Context: an optimization exercise on an open-source flow, tuned for small area and a short achievable clock period. The choices shown serve that exercise and are no tape-out recipe. Function was checked by simulation only, so behaviour that the tests miss may differ from the original. Power is estimated from default activity; no workload was simulated.

`run.sh`:
```
#!/bin/bash
# synth_recipe.tcl (not shown) runs the flow's synth.tcl, then flattens the netlist and writes it again
# the make line also repeats each setting of config.mk as NAME=value (left out here)
make -C /OpenROAD-flow-scripts/flow DESIGN_CONFIG=/design/flow/config.mk WORK_HOME=/design/flow/orfs CLKGATE_MAP_FILE= SYNTH_SCRIPT=/design/flow/synth_recipe.tcl finish
```
`config.mk`:
```
export PLATFORM = sky130hd
export DESIGN_NAME = MAC
export DESIGN_NICKNAME = MAC
export VERILOG_FILES = /design/flow/design.v
export SDC_FILE = /design/flow/constraint.sdc
export NUM_CORES = 4
export LEC_CHECK = 0
export CAP_MARGIN = 20
export CORE_MARGIN = 2
export CORE_UTILIZATION = 40
export SLEW_MARGIN = 20
```
`constraint.sdc`:
```
create_clock -name core_clock -period 11.0 [get_ports {clk}]
set_input_delay 2.2000 -clock core_clock [delete_from_list [all_inputs] [get_ports {clk}]]
set_output_delay 2.2000 -clock core_clock [all_outputs]
set_load 0.01 [all_outputs]
```
`design.v`:
```
module dr_rx #(
    parameter N = 16
) (
    input               clk,
    input               rst,
    input [2*N-1:0]     in,              
    output reg [N-1:0]  out,             
    output reg          out_rdy
);
    genvar i;
    integer j;
    wire [N-1:0]    in_rdy;
    wire            in_all_rdy;
    generate
    for (i = 0; i < N; i = i+1) begin
        assign in_rdy[i] = in[i*2] | in[(i*2)+1];    
    end
    endgenerate
    assign in_all_rdy = &in_rdy;     
    always @(posedge clk) begin
        if (rst) begin
            out <= 0;
            out_rdy <= 0;
        end else begin
            for (j = 0; j < N; j = j+1) begin
                out[j] <= in[(j*2)+1];
            end
            out_rdy <= in_all_rdy;
        end
    end
endmodule
module dr_tx #(
    parameter N = 16
) (
    input [N-1:0]           in,              
    input                   in_rdy,
    output wire [2*N-1:0]   out              
);
    genvar i;
    generate
    for (i = 0; i < N; i = i+1) begin
        assign out[i*2] = in_rdy ? (~in[i]) : 0;
        assign out[i*2+1] = in_rdy ? (in[i]) : 0;
    end
    endgenerate
endmodule
module MAC #(
    parameter NOC_WID = 16,
    parameter REGIONAL_ADDR_WID = 11
)(
    input                       clk,
    input                       rst,
    input [NOC_WID-1:0]                 cfg_dat,
    input [REGIONAL_ADDR_WID-1:0]       cfg_adr,
    input [REGIONAL_ADDR_WID-1:0]       slv_addr,
    input                       xr,
    input [1:0]                 xd,              
    output wire                 xa,
    input [2*(NOC_WID+1)-1:0]   ad,              
    output wire                 aa,
    output wire [2*NOC_WID-1:0] fd,              
    input                       fa
);
    reg [NOC_WID-1:0]   bits_peek, xmid, m;
    always @(posedge clk) begin
        if (rst) begin
            bits_peek <= 0;
            xmid <= 0;
            m <= 0;
        end else begin
            if (cfg_adr == slv_addr) begin
                bits_peek <= cfg_dat;
            end else if (cfg_adr == slv_addr+4) begin
                xmid <= cfg_dat;
            end else if (cfg_adr == slv_addr+8) begin
                m <= cfg_dat;
            end
        end
    end
    localparam [1:0]
        RX_IDLE     = 2'b00,
        RX_ACK_HI   = 2'b01,
        RX_ACK_LO   = 2'b10;
    reg [1:0]                   rx_state;
    reg [NOC_WID-1:0]           x;
    reg [$clog2(NOC_WID):0]     bits_recvd;
    wire                        xd_arrived;
    assign xd_arrived = xd[0] || xd[1];
    assign xa = (rx_state == RX_ACK_HI);
    always @(posedge clk) begin
        if (rst) begin
            rx_state <= RX_IDLE;
            x <= 0;
            bits_recvd <= 0;
        end else begin
            case (rx_state)
                RX_IDLE: begin
                    if (xr) begin
                        rx_state <= RX_ACK_HI;
                        x <= 0;
                        bits_recvd <= 0;
                    end
                end
                RX_ACK_HI: begin
                    if (xd_arrived) begin
                        rx_state <= RX_ACK_LO;
                        if (bits_recvd < bits_peek) begin
                            x <= (x << 1) | xd[1];
                            bits_recvd <= bits_recvd + 1;
                        end
                    end else if (~xr) begin
                        rx_state <= RX_IDLE;
                    end
                end
                RX_ACK_LO: begin
                    if (~xd_arrived) rx_state <= RX_ACK_HI;
                end
                default: begin
                    rx_state <= RX_IDLE;
                    x <= 0;
                    bits_recvd <= 0;
                end
            endcase
        end
    end
    wire [NOC_WID:0]    a_sync;
    wire                a_sync_rdy;
    dr_rx #(
        .N(NOC_WID+1)
    ) i_dr_rx (
        .clk(clk),
        .rst(rst),
        .in(ad),
        .out(a_sync),
        .out_rdy(a_sync_rdy)
    );
    wire                a_MSb;
    wire [NOC_WID-1:0]  b;
    assign a_MSb = a_sync[NOC_WID];
    assign b = a_sync[NOC_WID-1:0];
    wire [NOC_WID-1:0]  s_left, s_right;
    assign s_left = m*x;
    assign s_right = m*(xmid-x);
    wire [NOC_WID-1:0]  f_sync;
    reg                 f_sync_rdy;
    assign f_sync = a_MSb ? s_right : s_left;
    dr_tx #(
        .N(NOC_WID)
    ) i_dr_tx (
        .in(f_sync),
        .in_rdy(f_sync_rdy),
        .out(fd)
    );
    always @(posedge clk) begin
        if (rst) begin
            f_sync_rdy <= 0;
        end else begin
            f_sync_rdy <= a_sync_rdy;
        end
    end
    assign aa = fa;      
endmodule
```
==> results_tabular.tex, run 1 <==
\begin{tabular}{lr}
\hline
Metric & Value \\
\hline
\multicolumn{2}{l}{\textbf{Die}} \\
\quad Die area & around 32000 um\^{}2 \\
\quad Initial core utilization & 40.34\% \\
\quad Floorplan die height & 179.0 um \\
\quad Count of standard-cell rows & 64 \\
\quad Width of the chip & between 150 and 200 um \\
\quad I/O pin total & 112 \\
\quad Area of the core region & 30350 um\^{}2 \\
\multicolumn{2}{l}{\textbf{Synthesis}} \\
\quad Yosys synthesis warning count & 2 \\
\quad Synthesis-stage register bit count & 74 \\
\quad Fraction of synthesis flops using an asynchronous set or reset pin & 0\% \\
\quad Top flip-flop cell by instance count after synthesis & dfxtp\_1 \\
\quad Mapped Cells & 1442 \\
\quad Mean instance size in the synthesized netlist & 8.491 um\^{}2 \\
\quad Post-synthesis instance area & 12240 um\^{}2 \\
\quad Dominant cell by count in the synthesized netlist & inv\_1 \\
\quad Portion of the post-synthesis area used by sequential elements & 12.10\% \\
\quad Simple-gate area share of the yosys netlist & between 20\% and 30\% \\
\quad Fraction of the mapped netlist area in adder cells & 38.59\% \\
\quad Proportion of netlist area held by the largest area contributor & about a quarter \\
\quad Combinational family with the most area after synthesis & adder cells \\
\quad Compound-cell area share of the yosys netlist & 6.898\% \\
\quad Synth top area cells & fa\_1 (26\%), ha\_1 (12\%), dfxtp\_1 (12\%) \\
\quad Post-synth cell types & 50 \\
\quad EDFF count, synth & 0 \\
\quad Proportion of synthesized area in mux cells & 4.660\% \\
\quad Xor/xnor share of the synthesized area & 7.603\% \\
\quad Library cell with the largest summed area after synthesis & fa\_1 \\
\quad Number of nets in the synthesized netlist & $\sim$1800 \\
\quad List of most frequent post-synthesis cells & inv\_1 (251), and2\_1 (174), fa\_1 (161) \\
\multicolumn{2}{l}{\textbf{Place}} \\
\quad Placed inst area & 13790 um\^{}2 \\
\quad DPL Wire Length & 25380 um \\
\quad Cells after DPL & 1912 \\
\quad Gpl congestion & 0.8453 \\
\quad Number of buffer cells added on primary ports & 109 \\
\multicolumn{2}{l}{\textbf{Global routing}} \\
\quad Initial antenna violation count & 0 \\
\quad Maximum number of pins on one net before global-route repair & 73 \\
\quad First-pass GRT wire length & 50650 um \\
\quad Via count of the first global-routing pass & 9880 \\
\quad Global route overflow & 0 \\
\quad Global-route usage over all layers & 20.23\% \\
\multicolumn{2}{l}{\textbf{Layout}} \\
\quad Growth of design area from synthesis to finish & 15.46\% \\
\quad Net count reported at finish & 1886 \\
\quad Fill cell count & about 3000 \\
\quad Cell area after layout & around 14000 um\^{}2 \\
\quad Final cell count without fillers & 1928 \\
\quad Ant. Diodes & 0 \\
\quad Share of post-route cells with drive strength above 1 & 3.329\% \\
\multicolumn{2}{l}{\textbf{CTS}} \\
\quad Clock sink count & 74 \\
\quad Post-cts hold buffer count & 0 \\
\quad CTS HTree Levels & 3 \\
\quad Root buf cell & clkbuf\_16 \\
\quad Clock-pin slew of the registers on the worst-case setup and hold paths & 0.06 ns \\
\quad Maximum buffer depth of the clock tree & 2 \\
\quad Clock tree from TritonCTS & yes \\
\quad Worst-skew pair later-pin latency & 0.34 ns \\
\quad TritonCTS buffer count & 9 \\
\multicolumn{2}{l}{\textbf{Worst hold path}} \\
\quad Min-Delay Startpoint & bits\_peek[3] \\
\quad Hold Path Class & reg -> reg \\
\multicolumn{2}{l}{\textbf{Worst setup path}} \\
\quad CP Buf/Inv Count & 5 \\
\quad Required time of the critical path & just under 9 ns \\
\quad Endpoint kind of the worst setup timing path & primary output \\
\quad Class of the most critical setup path & reg -> out \\
\quad Critical path startpoint & x[2] \\
\quad Slowest stage delay, CP & $\sim$0.55 ns \\
\quad Cell with the most instances on the worst path & fa\_1 \\
\quad Crit start category & flop \\
\quad Start of the worst register-to-register path & bits\_peek[1] \\
\quad CP delay by family, top & adder cells \\
\quad Maximum net fanout on the critical path & 4 \\
\quad CP max stage cell & clkdlybuf4s50\_1 \\
\quad Data arrival time of the critical path & 8.31 ns \\
\multicolumn{2}{l}{\textbf{Power}} \\
\quad Leakage power & 6.653 nW \\
\quad Power per standard cell area & 47.63 nW/um\^{}2 \\
\quad Worst VDD drop & 85.87 uV \\
\multicolumn{2}{l}{\textbf{STA}} \\
\quad Pins over their slew limit & 0 \\
\quad Setup violation total in the final timing report & 0 \\
\quad Transition time at the pin with the least slew margin & 1.059 ns \\
\quad Post-route clock period utilization & 95.53\% \\
\quad Fmax & around 95 MHz \\
\quad Final min period & 10.51 ns \\
\quad Total count of hold-check failures in the final report & 0 \\
\quad Worst slew margin & 29.34\% \\
\quad Skew final & 0.01041 ns \\
\multicolumn{2}{l}{\textbf{Run}} \\
\quad Max-capacitance violation count & 0 \\
\multicolumn{2}{l}{\textbf{Drt}} \\
\quad DRT Wirelength & 30690 um \\
\quad Number of detailed-route iterations in the first pass & 5 \\
\quad Met1 layer wirelength in the final routing & 14500 um \\
\quad Average detailed-routed wire length per instance & around 16 um \\
\quad Via total after detailed routing & 9443 \\
\quad Met2 Routed Length & 14390 um \\
\quad Wire length on met3 & 1351 um \\
\quad Routed Antenna Nets & 0 \\
\quad Per-cell via count in the routed design & 4.898 \\
\quad Uppermost routed layer & met4 \\
\quad Initial drt markers & 425 \\
\quad \# DRC & 0 \\
\multicolumn{2}{l}{\textbf{Status}} \\
\quad Status & finished clean \\
\hline
\end{tabular}
power breakdown:
group | total, mW | internal [mW] | leakage, nW | switching (mW)
Combinational | 0.0980 | 0.0472 | 5.91 | 0.0508
Clock | 0.303 | 0.184 | 0.150 | 0.119
Sequential | 0.273 | 0.270 | 0.597 | 0.00314
Total | 0.673 | 0.501 | 6.65 | 0.172
cell type report:
| cell class | count | area [um^2] | area share (%) |
|---|---|---|---|
| clock inverters | 6 | 72.57 | 0.5133 |
| inverters | 253 | 949.7 | 6.717 |
| multi-input cells | 1054 | 9614 | 68.01 |
| clock buffers | 10 | 239.0 | 1.690 |
| repair buffers | 135 | 1284 | 9.080 |
| flip-flops and latches | 74 | 1483 | 10.49 |
| well taps | 396 | 495.5 | 3.505 |
worst reg2reg max path: stages, from the launching register on:
cell and delay [ns]:
dfxtp_1 0.33, inv_1 0.05, ha_1 0.28, a21oi_1 0.15
nor2b_1 0.06, o21ai_0 0.14, nand2b_1 0.07, a21oi_1 0.18
o21a_1 0.19, nor2b_2 0.57, a22oi_1 0.20, nor2_1 0.11
metrics by stage:
| step | worst slack, ns | utilization, % | setup TNS [ns] | hold WS (ns) | power (mW) |
|---|---|---|---|---|---|
| 3_5_place_dp | 0.5204 | 45.43 | 0 | 0.4853 | 0.3760 |
| 5_1_grt | -0.01771 | 46.58 | -0.01771 | 0.5245 | 0.6986 |
| 4_1_cts | 0.1470 | 46.46 | 0 | 0.5013 | 0.6800 |
| 6_report | 0.4919 | 46.58 | 0 | 0.4967 | 0.6734 |
| 2_1_floorplan | 1.258 | - | 0 | 0.4138 | 0.3240 |
| 3_3_place_gp | 0.6124 | 45.43 | 0 | 0.4780 | 0.3752 |
flip-flops by register name, summed over array words and instances, names as in the netlist:
register,flops
bits_peek,16
m,16
x,16
xmid,16
bits_recvd,5
rx_state,2
f_sync_rdy,1
i_dr_rx.out,1
i_dr_rx.out_rdy,1
worst paths after layout:
kind / cells past startpoint / slack (ns) / endpoint
worst max-delay path: 31 / 0.49 / fd[30]
worst min-delay path: 2 / 0.50 / bits_peek[3]
worst max register to register: 11 / 8.58 / x[8]
worst min register to register: 2 / 0.50 / bits_peek[3]
layout by cell type, fill, tap and decap left out, types with 7 or more instances in the layout:
cell             count
clkdlybuf4s50_1    107
o21ai_0             14
nand2_1             90
and2_1             174
nor2b_1             46
xor2_1              23
buf_4               26
nor3_1              13
xnor2_1             70
ha_1               120
mux2i_1             57
a21oi_1             33
clkbuf_16            9
nand3_1              7
o21ai_1             17
inv_1              251
dfxtp_1             73
nor2_1             107
fa_1               161
nand2b_1            25
o22ai_1              7
a22oi_1             15
timing repair:
action,in CTS,in global routing
endpoints found under the setup margin,0,2
hold endpoints to repair,0,0
gates resized for setup,0,7
buffers inserted,0,0
routing by layer:
metal	global-route usage, %	vias to the layer above
met5	0	-
met1	27.76	4542
li1	-	4637
met4	3.523	0
met2	34.39	235
met3	2.714	29
cell families (layout without fill, tap and decap cells):
family,count (synthesis),count (layout)
and+or+nand+nor,483,483
xor gates and xnor gates,100,100
buffers and inverters,314,404
adders and majority gates,281,281
DFF,74,74
AOI/OAI and AO/OA,133,133
muxes,57,57
==> inputs of run 2 (changes only) <==
==> design.v (replaced) <==
module dr_rx (
    input               clk,
    input               rst,
    input [33:0]        in,
    output reg          a_msb,
    output reg          out_rdy
);
    integer i;
    reg all_rdy;
    always @(*) begin
        all_rdy = 1'b1;
        for (i = 0; i < 17; i = i + 1)
            all_rdy = all_rdy & (in[2*i] | in[2*i+1]);
    end
    always @(posedge clk) begin
        if (rst) begin
            a_msb <= 0;
            out_rdy <= 0;
        end else begin
            a_msb <= in[33];
            out_rdy <= all_rdy;
        end
    end
endmodule
module dr_tx #(
    parameter N = 16
) (
    input [N-1:0]           in,
    input                   in_rdy,
    output wire [2*N-1:0]   out
);
    genvar i;
    generate
    for (i = 0; i < N; i = i+1) begin : g
        assign out[i*2]   = in_rdy & ~in[i];
        assign out[i*2+1] = in_rdy &  in[i];
    end
    endgenerate
endmodule
module MAC #(
    parameter NOC_WID = 16,
    parameter REGIONAL_ADDR_WID = 11
)(
    input                       clk,
    input                       rst,
    input [NOC_WID-1:0]                 cfg_dat,
    input [REGIONAL_ADDR_WID-1:0]       cfg_adr,
    input [REGIONAL_ADDR_WID-1:0]       slv_addr,
    input                       xr,
    input [1:0]                 xd,
    output wire                 xa,
    input [2*(NOC_WID+1)-1:0]   ad,
    output wire                 aa,
    output wire [2*NOC_WID-1:0] fd,
    input                       fa
);
    reg [4:0]           bp_lo;
    reg                 bp_hi;
    reg [NOC_WID-1:0]   xmid, m;
    wire [REGIONAL_ADDR_WID:0] adr = {1'b0, cfg_adr};
    wire [REGIONAL_ADDR_WID:0] sa  = {1'b0, slv_addr};
    wire sel0 = (adr == sa);
    wire sel4 = (adr == sa + 12'd4);
    wire sel8 = (adr == sa + 12'd8);
    always @(posedge clk) begin
        if (rst) begin
            bp_lo <= 0;
            bp_hi <= 0;
            xmid <= 0;
            m <= 0;
        end else begin
            if (sel0) begin
                bp_lo <= cfg_dat[4:0];
                bp_hi <= |cfg_dat[NOC_WID-1:5];
            end else if (sel4) begin
                xmid <= cfg_dat;
            end else if (sel8) begin
                m <= cfg_dat;
            end
        end
    end
    reg                 s_hi, s_lo;
    reg [NOC_WID-1:0]   x;
    reg [4:0]           bits_recvd;
    wire                xd_arrived = xd[0] | xd[1];
    wire                take = bp_hi | (bits_recvd < bp_lo);
    assign xa = s_hi;
    always @(posedge clk) begin
        if (rst) begin
            s_hi <= 0;
            s_lo <= 0;
            x <= 0;
            bits_recvd <= 0;
        end else if (s_hi) begin
            if (xd_arrived) begin
                s_hi <= 0;
                s_lo <= 1;
                if (take) begin
                    x <= {x[NOC_WID-2:0], xd[1]};
                    bits_recvd <= bits_recvd + 1'b1;
                end
            end else if (~xr) begin
                s_hi <= 0;
            end
        end else if (s_lo) begin
            if (~xd_arrived) begin
                s_hi <= 1;
                s_lo <= 0;
            end
        end else begin
            if (xr) begin
                s_hi <= 1;
                x <= 0;
                bits_recvd <= 0;
            end
        end
    end
    wire a_msb, a_rdy;
    dr_rx i_dr_rx (.clk(clk), .rst(rst), .in(ad), .a_msb(a_msb), .out_rdy(a_rdy));
    reg f_sync_rdy;
    always @(posedge clk) begin
        if (rst) f_sync_rdy <= 0;
        else     f_sync_rdy <= a_rdy;
    end
    wire [NOC_WID-1:0] y = a_msb ? (xmid - x) : x;
    wire [NOC_WID-1:0] f = m * y;
    dr_tx #(.N(NOC_WID)) i_dr_tx (.in(f), .in_rdy(f_sync_rdy), .out(fd));
    assign aa = fa;
endmodule
==> results_tabular.tex, run 2 <==
\begin{tabular}{lr}
\hline
Metric & Value \\
\hline
\multicolumn{2}{l}{\textbf{Status}} \\
\quad Status & finished clean (unchanged) \\
\multicolumn{2}{l}{\textbf{Die}} \\
\quad Count of standard-cell rows & 52 (was 64) \\
\quad Initial core utilization & 40.54\% (was 40.34\%) \\
\quad Area of the core region & 20170 um\^{}2 (was 30350 um\^{}2) \\
\quad I/O pin total & 112 (unchanged) \\
\quad Width of the chip & 147.0 um (was 179.0 um) \\
\quad Die area & 21600 um\^{}2 (was 32030 um\^{}2) \\
\quad Floorplan die height & 147.0 um (was 179.0 um) \\
\multicolumn{2}{l}{\textbf{Synthesis}} \\
\quad Post-synth cell types & 58 (was 50) \\
\quad List of most frequent post-synthesis cells & inv\_1 (133), nor2\_1 (86), fa\_1 (81) (was inv\_1 (251), and2\_1 (174), fa\_1 (161)) \\
\quad Synth top area cells & fa\_1 (20\%), dfxtp\_1 (16\%), ha\_1 (11\%) (was fa\_1 (26\%), ha\_1 (12\%), dfxtp\_1 (12\%)) \\
\quad Portion of the post-synthesis area used by sequential elements & 15.67\% (was 12.10\%) \\
\quad Post-synthesis instance area & 8177 um\^{}2 (was 12240 um\^{}2) \\
\quad Fraction of the mapped netlist area in adder cells & 30.70\% (was 38.59\%) \\
\quad Synthesis-stage register bit count & 64 (was 74) \\
\quad Proportion of netlist area held by the largest area contributor & 19.83\% (was 26.32\%) \\
\quad Simple-gate area share of the yosys netlist & 22.52\% (was 20.50\%) \\
\quad Xor/xnor share of the synthesized area & 7.513\% (was 7.603\%) \\
\quad Fraction of synthesis flops using an asynchronous set or reset pin & 0\% (unchanged) \\
\quad Compound-cell area share of the yosys netlist & 9.824\% (was 6.898\%) \\
\quad Number of nets in the synthesized netlist & 1211 (was 1801) \\
\quad Yosys synthesis warning count & 2 (unchanged) \\
\quad Combinational family with the most area after synthesis & adder cells (unchanged) \\
\quad Library cell with the largest summed area after synthesis & fa\_1 (unchanged) \\
\quad Top flip-flop cell by instance count after synthesis & dfxtp\_1 (unchanged) \\
\quad Dominant cell by count in the synthesized netlist & inv\_1 (unchanged) \\
\quad Mean instance size in the synthesized netlist & 8.335 um\^{}2 (was 8.491 um\^{}2) \\
\quad Mapped Cells & 981 (was 1442) \\
\quad Proportion of synthesized area in mux cells & 5.647\% (was 4.660\%) \\
\quad EDFF count, synth & 0 (unchanged) \\
\multicolumn{2}{l}{\textbf{Global routing}} \\
\quad Via count of the first global-routing pass & 7100 (was 9880) \\
\quad First-pass GRT wire length & 35090 um (was 50650 um) \\
\quad Global-route usage over all layers & 20.19\% (was 20.23\%) \\
\quad Maximum number of pins on one net before global-route repair & 63 (was 73) \\
\quad Global route overflow & 0 (unchanged) \\
\quad Initial antenna violation count & 0 (unchanged) \\
\multicolumn{2}{l}{\textbf{STA}} \\
\quad Skew final & 0.007531 ns (was 0.01041 ns) \\
\quad Final min period & 10.62 ns (was 10.51 ns) \\
\quad Setup violation total in the final timing report & 0 (unchanged) \\
\quad Post-route clock period utilization & 96.51\% (was 95.53\%) \\
\quad Setup repair after global routing missed its margin & false \\
\quad Total count of hold-check failures in the final report & 0 (unchanged) \\
\quad Worst slew margin & 29.10\% (was 29.34\%) \\
\quad Transition time at the pin with the least slew margin & 1.061 ns (was 1.059 ns) \\
\quad Pins over their slew limit & 0 (unchanged) \\
\quad Fmax & 94.19 MHz (was 95.16 MHz) \\
\multicolumn{2}{l}{\textbf{Run}} \\
\quad Max-capacitance violation count & 0 (unchanged) \\
\multicolumn{2}{l}{\textbf{Worst setup path}} \\
\quad CP delay by family, top & adder cells (unchanged) \\
\quad Crit start category & flop (unchanged) \\
\quad Endpoint kind of the worst setup timing path & primary output (unchanged) \\
\quad CP Buf/Inv Count & 7 (was 5) \\
\quad Required time of the critical path & 8.80 ns (about the same) \\
\quad CP max stage cell & fa\_1 (was clkdlybuf4s50\_1) \\
\quad R2r worst-path depth & 11 (unchanged) \\
\quad Total stage count of the critical path & 33 (was 31) \\
\quad Slowest stage delay, CP & 0.53 ns (was 0.55 ns) \\
\quad Class of the most critical setup path & reg -> out (unchanged) \\
\quad Data arrival time of the critical path & 8.42 ns (was 8.31 ns) \\
\quad Maximum net fanout on the critical path & 5 (was 4) \\
\multicolumn{2}{l}{\textbf{Layout}} \\
\quad Most common cell after layout, fill and taps aside & inv\_1 (unchanged) \\
\quad Net count reported at finish & 1319 (was 1886) \\
\quad Final cell count without fillers & 1364 (was 1928) \\
\quad Fill cell count & 1997 (was 2998) \\
\quad Growth of design area from synthesis to finish & 22.68\% (was 15.46\%) \\
\quad Ant. Diodes & 0 (unchanged) \\
\quad Share of post-route cells with drive strength above 1 & 6.216\% (was 3.329\%) \\
\quad Largest registers & m x16, x x16, xmid x16 \\
\quad Leading cell types in the layout, fill and taps excluded & inv\_1 (132), clkdlybuf4s50\_1 (106), nor2\_1 (86) (was inv\_1 (251), and2\_1 (174), fa\_1 (161)) \\
\multicolumn{2}{l}{\textbf{CTS}} \\
\quad TritonCTS buffer count & 9 (unchanged) \\
\quad Clock sink count & 64 (was 74) \\
\quad CTS HTree Levels & 3 (unchanged) \\
\quad Maximum buffer depth of the clock tree & 2 (unchanged) \\
\quad Worst-skew pair later-pin latency & 0.33 ns (was 0.34 ns) \\
\quad Root buf cell & clkbuf\_16 (unchanged) \\
\quad Clock tree from TritonCTS & yes (unchanged) \\
\quad Post-cts hold buffer count & 0 (unchanged) \\
\quad Clock-pin slew of the registers on the worst-case setup and hold paths & 0.05 ns (was 0.06 ns) \\
\multicolumn{2}{l}{\textbf{Place}} \\
\quad Gpl congestion & 0.8974 (was 0.8453) \\
\quad Cells after DPL & 1341 (was 1912) \\
\quad DPL Wire Length & 16760 um (was 25380 um) \\
\quad Number of buffer cells added on primary ports & 109 (unchanged) \\
\multicolumn{2}{l}{\textbf{Power}} \\
\quad Power per standard cell area & 58.31 nW/um\^{}2 (was 47.63 nW/um\^{}2) \\
\quad Leakage power & 4.485 nW (was 6.653 nW) \\
\quad Worst VDD drop & 86.00 uV (was 85.87 uV) \\
\quad Power after layout & 0.5849 mW (was 0.6734 mW) \\
\multicolumn{2}{l}{\textbf{Drt}} \\
\quad Per-cell via count in the routed design & 5.061 (was 4.898) \\
\quad Routed Antenna Nets & 0 (unchanged) \\
\quad Via total after detailed routing & 6903 (was 9443) \\
\quad Number of detailed-route iterations in the first pass & 4 (was 5) \\
\quad Average detailed-routed wire length per instance & 15.42 um (was 15.92 um) \\
\quad \# DRC & 0 (unchanged) \\
\quad DRT Wirelength & 21040 um (was 30690 um) \\
\quad Initial drt markers & 392 (was 425) \\
\multicolumn{2}{l}{\textbf{Worst hold path}} \\
\quad Hold Crit Depth & 2 (unchanged) \\
\quad Hold Path Class & reg -> reg (unchanged) \\
\hline
\end{tabular}
## run 2: cell count changes in the layout (fill, tap and decap cells not counted), sizes merged, moves of 24 or more
| cell | delta |
|---|---|
| xnor2 | -37 |
| fa | -80 |
| ha | -49 |
| and2 | -122 |
| inv | -120 |
| nand3 | +24 |
## run 2: cell families after synthesis
family,count (synthesis)
simple gates,363
xor+xnor,58
flops,64
mux,46
buf+inv,174
fa+ha+maj,152
compound gates,124
## run 2: worst min-delay path, stage by stage (launching register included)
cell	delay, ns
dfxtp_1	0.31
nand2_1	0.06
a21oi_1	0.05
## run 2: cell type report
type / count / area, um^2 / area share [%]
Clock buffer: 12 / 256.5 / 2.557
Clock inverter: 4 / 28.78 / 0.2869
Inverter: 133 / 499.2 / 4.977
Multi-Input combinational cell: 743 / 6312 / 62.93
Sequential cell: 64 / 1281 / 12.77
Tap cell: 270 / 337.8 / 3.368
Timing Repair Buffer: 138 / 1315 / 13.11
## run 2: final timing paths
| check | startpoint | endpoint | slack, ns |
|---|---|---|---|
| worst min-delay path | bp_hi | bp_hi | 0.46 |
| worst min register to register | bp_hi | bp_hi | 0.46 |
| worst max register to register | bits_recvd[1] | x[7] | 8.43 |
| worst max-delay path | xmid[0] | fd[30] | 0.38 |
## run 2: metrics by stage
step | util [%] | hold slack, ns | TNS, ns | area, um^2 | setup slack (ns)
after floorplan | - | 0.4138 | 0 | 8177 | 0.8678
after global placement | 47.60 | 0.4471 | 0 | 9600 | 0.1234
after detailed placement | 47.60 | 0.4570 | -0.09671 | 9600 | -0.09671
after CTS | 49.37 | 0.4675 | 0 | 9958 | 0.02595
after global routing | 49.73 | 0.4879 | 0 | 10030 | 0.02316
final | 49.73 | 0.4629 | 0 | 10030 | 0.3836
## run 2: what timing repair did
item,in CTS,in global routing
endpoints found under the setup margin,2,2
hold endpoints to repair,0,0
pin swaps,6,7
gates resized for setup,7,13
setup buffers,6,1
## run 2: routing by layer
metal	global-route usage, %	share of wire, %	up-vias	routed length, um
li1	-	-	3426	-
met1	26.13	45	3275	9371
met2	36.06	49	177	10360
met3	2.236	4.6	25	967
met4	5.144	1.6	0	337
met5	0	0	-	0
## run 2: where the power goes
group / internal [mW] / switching, mW / total, mW
Combinational: 0.0396 / 0.0389 / 0.0784
Sequential: 0.233 / 0.00338 / 0.236
Clock: 0.165 / 0.105 / 0.270

[port drivers added, routing unchanged]
The flow's constraints put no driver on any port. The routed layouts listed below were extracted and timed again, unchanged, in two steps.
Step 1 assumes that a clkbuf_16 drives the clock port and a buf_2 every other input.
Step 2, shift: input delay + t, output delay - t, t = (earliest + latest rising clock arrival at the registers) / 2. This alone moves slack from input paths to output paths.
Three values: ideal ports, drivers, drivers and shift; two values: the first two.
| run | shift t [ns] | slack for setup (ns) | slew at the worst register clock pin (ns) |
|---|---|---|---|
| run 1 | 0.373 | 0.492 / 0.451 / 0.825 | 0.06 / 0.06 |
| run 2 | 0.365 | 0.384 / 0.345 / 0.711 | 0.06 / 0.06 |
After both steps setup and hold are still met in every run listed.
